This is an optimization exercise on Yosys and OpenROAD, whose aim is small area, a short achievable clock period and few clock cycles, not a production implementation.

Setup of fjord:
==> module Milestone1, before the edit <==
module Milestone1(
	 input logic Clock,
	 input logic resetn,
	 input logic start,
	 input logic  [15:0] SRAM_read_data,
	 output logic [15:0] SRAM_write_data,
	 output logic done,
	 output logic SRAM_we_n,
	 output logic [17:0] SRAM_address
);
localparam logic [17:0] U_START   = 18'd38400;
localparam logic [17:0] V_START   = 18'd57600;
localparam logic [17:0] RGB_START = 18'd146944;
logic        run, fin;
logic        start_r;      
logic        we;           
assign SRAM_we_n = ~we;
logic [4:0]  ph;           
logic        odd;          
logic        wr_en;        
logic [15:0] yaddr;        
logic [17:0] waddr;        
logic [7:0]  qw;           
logic [7:0]  uw0, uw1, uw2, uw3, uw4, uw5;
logic [7:0]  vw0, vw1, vw2, vw3, vw4, vw5;
logic [7:0]  ustage;
logic [15:0] vstage;
logic [15:0] yreg;
logic [7:0]  uodd, vodd;
logic [7:0] iw0, iw1, iw2, iw3, iw4, iw5;
logic [7:0] e0, e1, e2, e3, e4, e5;
logic [8:0] ip1, ip2, ip3;
logic [7:0] ia, ib;              
logic       ic;                  
logic [7:0] it_a, it_b;
logic       it_c;
logic [7:0] iout;
logic       q_first, q_second, q_156, q_157, q_158, q_last;    
wire [7:0] vnew = odd ? vstage[7:0] : vstage[15:8];
wire isel_v = ph[2];
assign iw0 = isel_v ? vw1  : uw0;
assign iw1 = isel_v ? vw2  : uw1;
assign iw2 = isel_v ? vw3  : uw2;
assign iw3 = isel_v ? vw4  : uw3;
assign iw4 = isel_v ? vw5  : uw4;
assign iw5 = isel_v ? vnew : uw5;
wire c_first  = q_first;
wire c_second = q_second;
wire c_157    = q_157;
wire c_158    = q_158;
wire c_last   = q_last;
assign e0 = c_first ? iw2 : c_second ? iw1 : iw0;
assign e1 = c_first ? iw2 : iw1;
assign e2 = iw2;
assign e3 = c_last ? iw2 : iw3;
assign e4 = c_last ? iw2 : c_158 ? iw3 : iw4;
assign e5 = c_last ? iw2 : c_158 ? iw3 : c_157 ? iw4 : iw5;
always_ff @(posedge Clock) begin
	ip1 <= {1'b0, e2} + {1'b0, e3};
	ip2 <= {1'b0, e1} + {1'b0, e4};
	ip3 <= {1'b0, e0} + {1'b0, e5};
	ia  <= it_a;
	ib  <= it_b;
	ic  <= it_c;
end
interp_tree u_interp (.p1(ip1), .p2(ip2), .p3(ip3), .a(it_a), .b(it_b), .c(it_c));
assign iout = ia + ib + {7'd0, ic};
logic [7:0] ry, rv, gy, gu, gv, by, bu;
logic [8:0] gs;       
logic [24:0] r_out, g_out, b_out;
logic [24:0] ro, go, bo;
function automatic [7:0] clip(input logic [24:0] t);
	logic [11:0] x;
	x = t[24:13] + t[12:1] + {11'd0, t[0]};
	clip = x[11] ? 8'd0 : (|x[10:8]) ? 8'd255 : x[7:0];
endfunction
always_ff @(posedge Clock) begin
	ry <= ph[0] ? yreg[7:0] : yreg[15:8];
	rv <= ph[0] ? vodd : vw2;
	gy <= ph[1] ? yreg[7:0] : yreg[15:8];
	gu <= ph[1] ? uodd : uw2;
	gv <= ph[1] ? vodd : vw2;
	gs <= ph[1] ? {1'b0, uodd} + {1'b0, vodd} : {1'b0, uw2} + {1'b0, vw2};
	by <= ph[1] ? yreg[7:0] : yreg[15:8];
	bu <= ph[1] ? uodd : uw2;
	ro <= r_out;
	go <= g_out;
	bo <= b_out;
end
csc_r u_r (.y(ry), .v(rv), .o(r_out));
csc_g u_g (.y(gy), .u(gu), .v(gv), .s(gs), .o(g_out));
csc_b u_b (.y(by), .u(bu), .o(b_out));
wire        last_pair = (yaddr == 16'd38400);
wire        y_neg     = yaddr[15] & ~wr_en;    
wire [17:0] c_addr    = {{3{y_neg}}, yaddr[15:1]} + (odd ? U_START + 18'd2 : V_START + 18'd3);
always_ff @(posedge Clock) begin
	if (ph[2]) begin
		uw0 <= uw1; uw1 <= uw2; uw2 <= uw3; uw3 <= uw4; uw4 <= uw5;
		vw0 <= vw1; vw1 <= vw2; vw2 <= vw3; vw3 <= vw4; vw4 <= vw5;
		if (!odd) begin
			uw5 <= SRAM_read_data[15:8];
			ustage <= SRAM_read_data[7:0];
			vw5 <= vstage[15:8];
		end else begin
			uw5 <= ustage;
			vw5 <= vstage[7:0];
			vstage <= SRAM_read_data;
		end
	end
	if (ph[3]) yreg <= SRAM_read_data;
	if (ph[0]) uodd <= iout;
	if (ph[4]) vodd <= iout;
	SRAM_write_data <= ph[1] ? {clip(ro), clip(go)} : ph[2] ? {clip(bo), clip(ro)} : {clip(go), clip(bo)};
end
always_ff @(posedge Clock) begin
	if (ph[4]) SRAM_address <= c_addr;
	else if (ph[0]) SRAM_address <= {2'd0, yaddr};
	else SRAM_address <= waddr;
end
always_ff @(posedge Clock or negedge resetn) begin
	if (!resetn) begin
		run   <= 1'b0;
		fin   <= 1'b0;
		done  <= 1'b0;
		start_r <= 1'b0;
		ph    <= 5'b10000;
		odd   <= 1'b0;         
		wr_en <= 1'b0;
		yaddr <= 16'hFFFB;     
		waddr <= RGB_START;
		qw    <= 8'd155;       
		q_first  <= 1'b0;
		q_second <= 1'b0;
		q_156    <= 1'b0;
		q_157    <= 1'b0;
		q_158    <= 1'b0;
		q_last   <= 1'b0;
		we    <= 1'b0;
	end else begin
		done <= 1'b0;
		start_r <= start;
		if ((run || (start_r && !fin)) && !(run && ph[4] && last_pair)) begin
			if (!run) run <= 1'b1;
			ph <= {ph[3:0], ph[4]};
			if (ph[4]) begin  
				odd   <= ~odd;
				yaddr <= yaddr + 16'd1;
				if (yaddr == 16'd0) wr_en <= 1'b1;
			end
			if (ph[4] || ph[0]) we <= 1'b0;
			else begin  
				we <= wr_en;
				if (wr_en) waddr <= waddr + 18'd1;
			end
			if (ph[1]) begin
				qw       <= q_last ? 8'd0 : qw + 8'd1;
				q_first  <= q_last;
				q_second <= q_first;
				q_156    <= (qw == 8'd155);
				q_157    <= q_156;
				q_158    <= q_157;
				q_last   <= q_158;
			end
		end else if (run) begin
			run  <= 1'b0;
			fin  <= 1'b1;
			done <= 1'b1;
			we   <= 1'b0;
		end
	end
end
endmodule
clock: 11.0 ns
lec_check: 0
cap_margin: 20
core_margin: 2
core_utilization: 60
cts_cluster_diameter: 80
cts_cluster_size: 24
setup_slack_margin: 5
slew_margin: 20
standard.sh (not shown) runs the stock make flow with config.mk's settings and CLKGATE_MAP_FILE= SYNTH_SCRIPT=/design/flow/synth_recipe.tcl, a recipe that flattens the netlist after the stock synthesis.
==> flow/flow/run.sh <==
#!/bin/bash
# The standard layout (standard.sh) with three changes:
#  - timing repair aims MARGIN ns below the clock period (SETUP_SLACK_MARGIN);
#  - the port buffers are buf_2 cells (the default picks a delay buffer);
#  - after the standard synthesis, flow/polarity.py removes inverters around
#    full adders (a full adder with all inputs and outputs inverted is the
#    same full adder); registers are untouched.
set -euo pipefail
MARGIN=${MARGIN:-7.8}
sed -e "s/SETUP_SLACK_MARGIN=[0-9.]*/SETUP_SLACK_MARGIN=$MARGIN/" \
    -e "s/CLKGATE_MAP_FILE= /CLKGATE_MAP_FILE= 'BUFFER_PORTS_ARGS=-buffer_cell sky130_fd_sc_hd__buf_2' /" \
    standard.sh > standard_margin.sh
grep -q "BUFFER_PORTS_ARGS" standard_margin.sh
grep -q "SETUP_SLACK_MARGIN=$MARGIN" standard_margin.sh
bash standard_margin.sh synth > synth.log 2>&1
RES=orfs/results/${FLOW_PLATFORM}/Milestone1/base
cp $RES/1_2_yosys.v 1_2_yosys.orig.v
python3 flow/polarity.py 1_2_yosys.orig.v $RES/1_2_yosys.v > polarity.log 2>&1
rm -f $RES/1_synth.odb $RES/1_synth.sdc
bash standard_margin.sh > layout.log 2>&1
Other scripts of this flow, unchanged in this note and not shown: flow/flow/polarity.py
#### Input delta (quartz over fjord)
--- a/flow/design.v
+++ b/flow/design.v
@@ -257,21 +257,27 @@
 logic [24:0] ro, go, bo;
 function automatic [7:0] clip(input logic [24:0] t);
 	logic [11:0] x;
 	x = t[24:13] + t[12:1] + {11'd0, t[0]};
 	clip = x[11] ? 8'd0 : (|x[10:8]) ? 8'd255 : x[7:0];
 endfunction
+wire [7:0] gy_n = ph[1] ? yreg[7:0] : yreg[15:8];
+wire [7:0] gu_n = ph[1] ? uodd : uw2;
+wire [7:0] gv_n = ph[1] ? vodd : vw2;
+wire [7:0] r_c = clip(ro);
+wire [7:0] g_c = clip(go);
+wire [7:0] b_c = clip(bo);
 always_ff @(posedge Clock) begin
 	ry <= ph[0] ? yreg[7:0] : yreg[15:8];
 	rv <= ph[0] ? vodd : vw2;
-	gy <= ph[1] ? yreg[7:0] : yreg[15:8];
-	gu <= ph[1] ? uodd : uw2;
-	gv <= ph[1] ? vodd : vw2;
-	gs <= ph[1] ? {1'b0, uodd} + {1'b0, vodd} : {1'b0, uw2} + {1'b0, vw2};
-	by <= ph[1] ? yreg[7:0] : yreg[15:8];
-	bu <= ph[1] ? uodd : uw2;
+	gy <= gy_n;
+	gu <= gu_n;
+	gv <= gv_n;
+	gs <= {1'b0, gu_n} + {1'b0, gv_n};
+	by <= gy_n;
+	bu <= gu_n;
 	ro <= r_out;
 	go <= g_out;
 	bo <= b_out;
 end
 csc_r u_r (.y(ry), .v(rv), .o(r_out));
 csc_g u_g (.y(gy), .u(gu), .v(gv), .s(gs), .o(g_out));
@@ -293,13 +299,13 @@
 			vstage <= SRAM_read_data;
 		end
 	end
 	if (ph[3]) yreg <= SRAM_read_data;
 	if (ph[0]) uodd <= iout;
 	if (ph[4]) vodd <= iout;
-	SRAM_write_data <= ph[1] ? {clip(ro), clip(go)} : ph[2] ? {clip(bo), clip(ro)} : {clip(go), clip(bo)};
+	SRAM_write_data <= ph[1] ? {r_c, g_c} : ph[2] ? {b_c, r_c} : {g_c, b_c};
 end
 always_ff @(posedge Clock) begin
 	if (ph[4]) SRAM_address <= c_addr;
 	else if (ph[0]) SRAM_address <= {2'd0, yaddr};
 	else SRAM_address <= waddr;
 end
Row multi-input logic cell count: quartz lower / fjord higher
Going from fjord to quartz, synthesized cell count shrank by 40, total wirelength of the detailed-routed design +1.3%.
From fjord to quartz the numbers moved as follows: largest vdd supply drop decreased 43 uV; vertical extent of the die fell 1.3 um.
In quartz the cell area after placement turned out 0.93% lower than in fjord.
quartz vs. fjord: quantity of gates resized following cts lost 2, post-route cell area lost about 1.2%.
Function was not checked in any run of this note: the RTL went through the layout flow alone.

## separate check: timing with driven ports
The flow's constraints put no driver on any port. The routed layouts listed below were extracted and timed again, unchanged, in two steps. Step 1 sets driving cells, clkbuf_16 on the clock port and buf_2 on the other inputs (assumed; they add their load-dependent delay and slew). Step 2 times the ports against the registers' clock, not the clock port: input delays grow and output delays shrink by t, the midpoint of the rising clock arrivals with the driver on. Slacks: ideal / step 1 / step 2; pairs: ideal / step 1.
run | t, ns | slack for setup (ns) | clock arrival spread, ns
fjord | 0.623 | 7.645 / 7.589 / 7.793 | 0.043 / 0.043
quartz | 0.613 | 7.686 / 7.633 / 7.796 | 0.019 / 0.019
After both steps setup and hold are still met in every run listed.
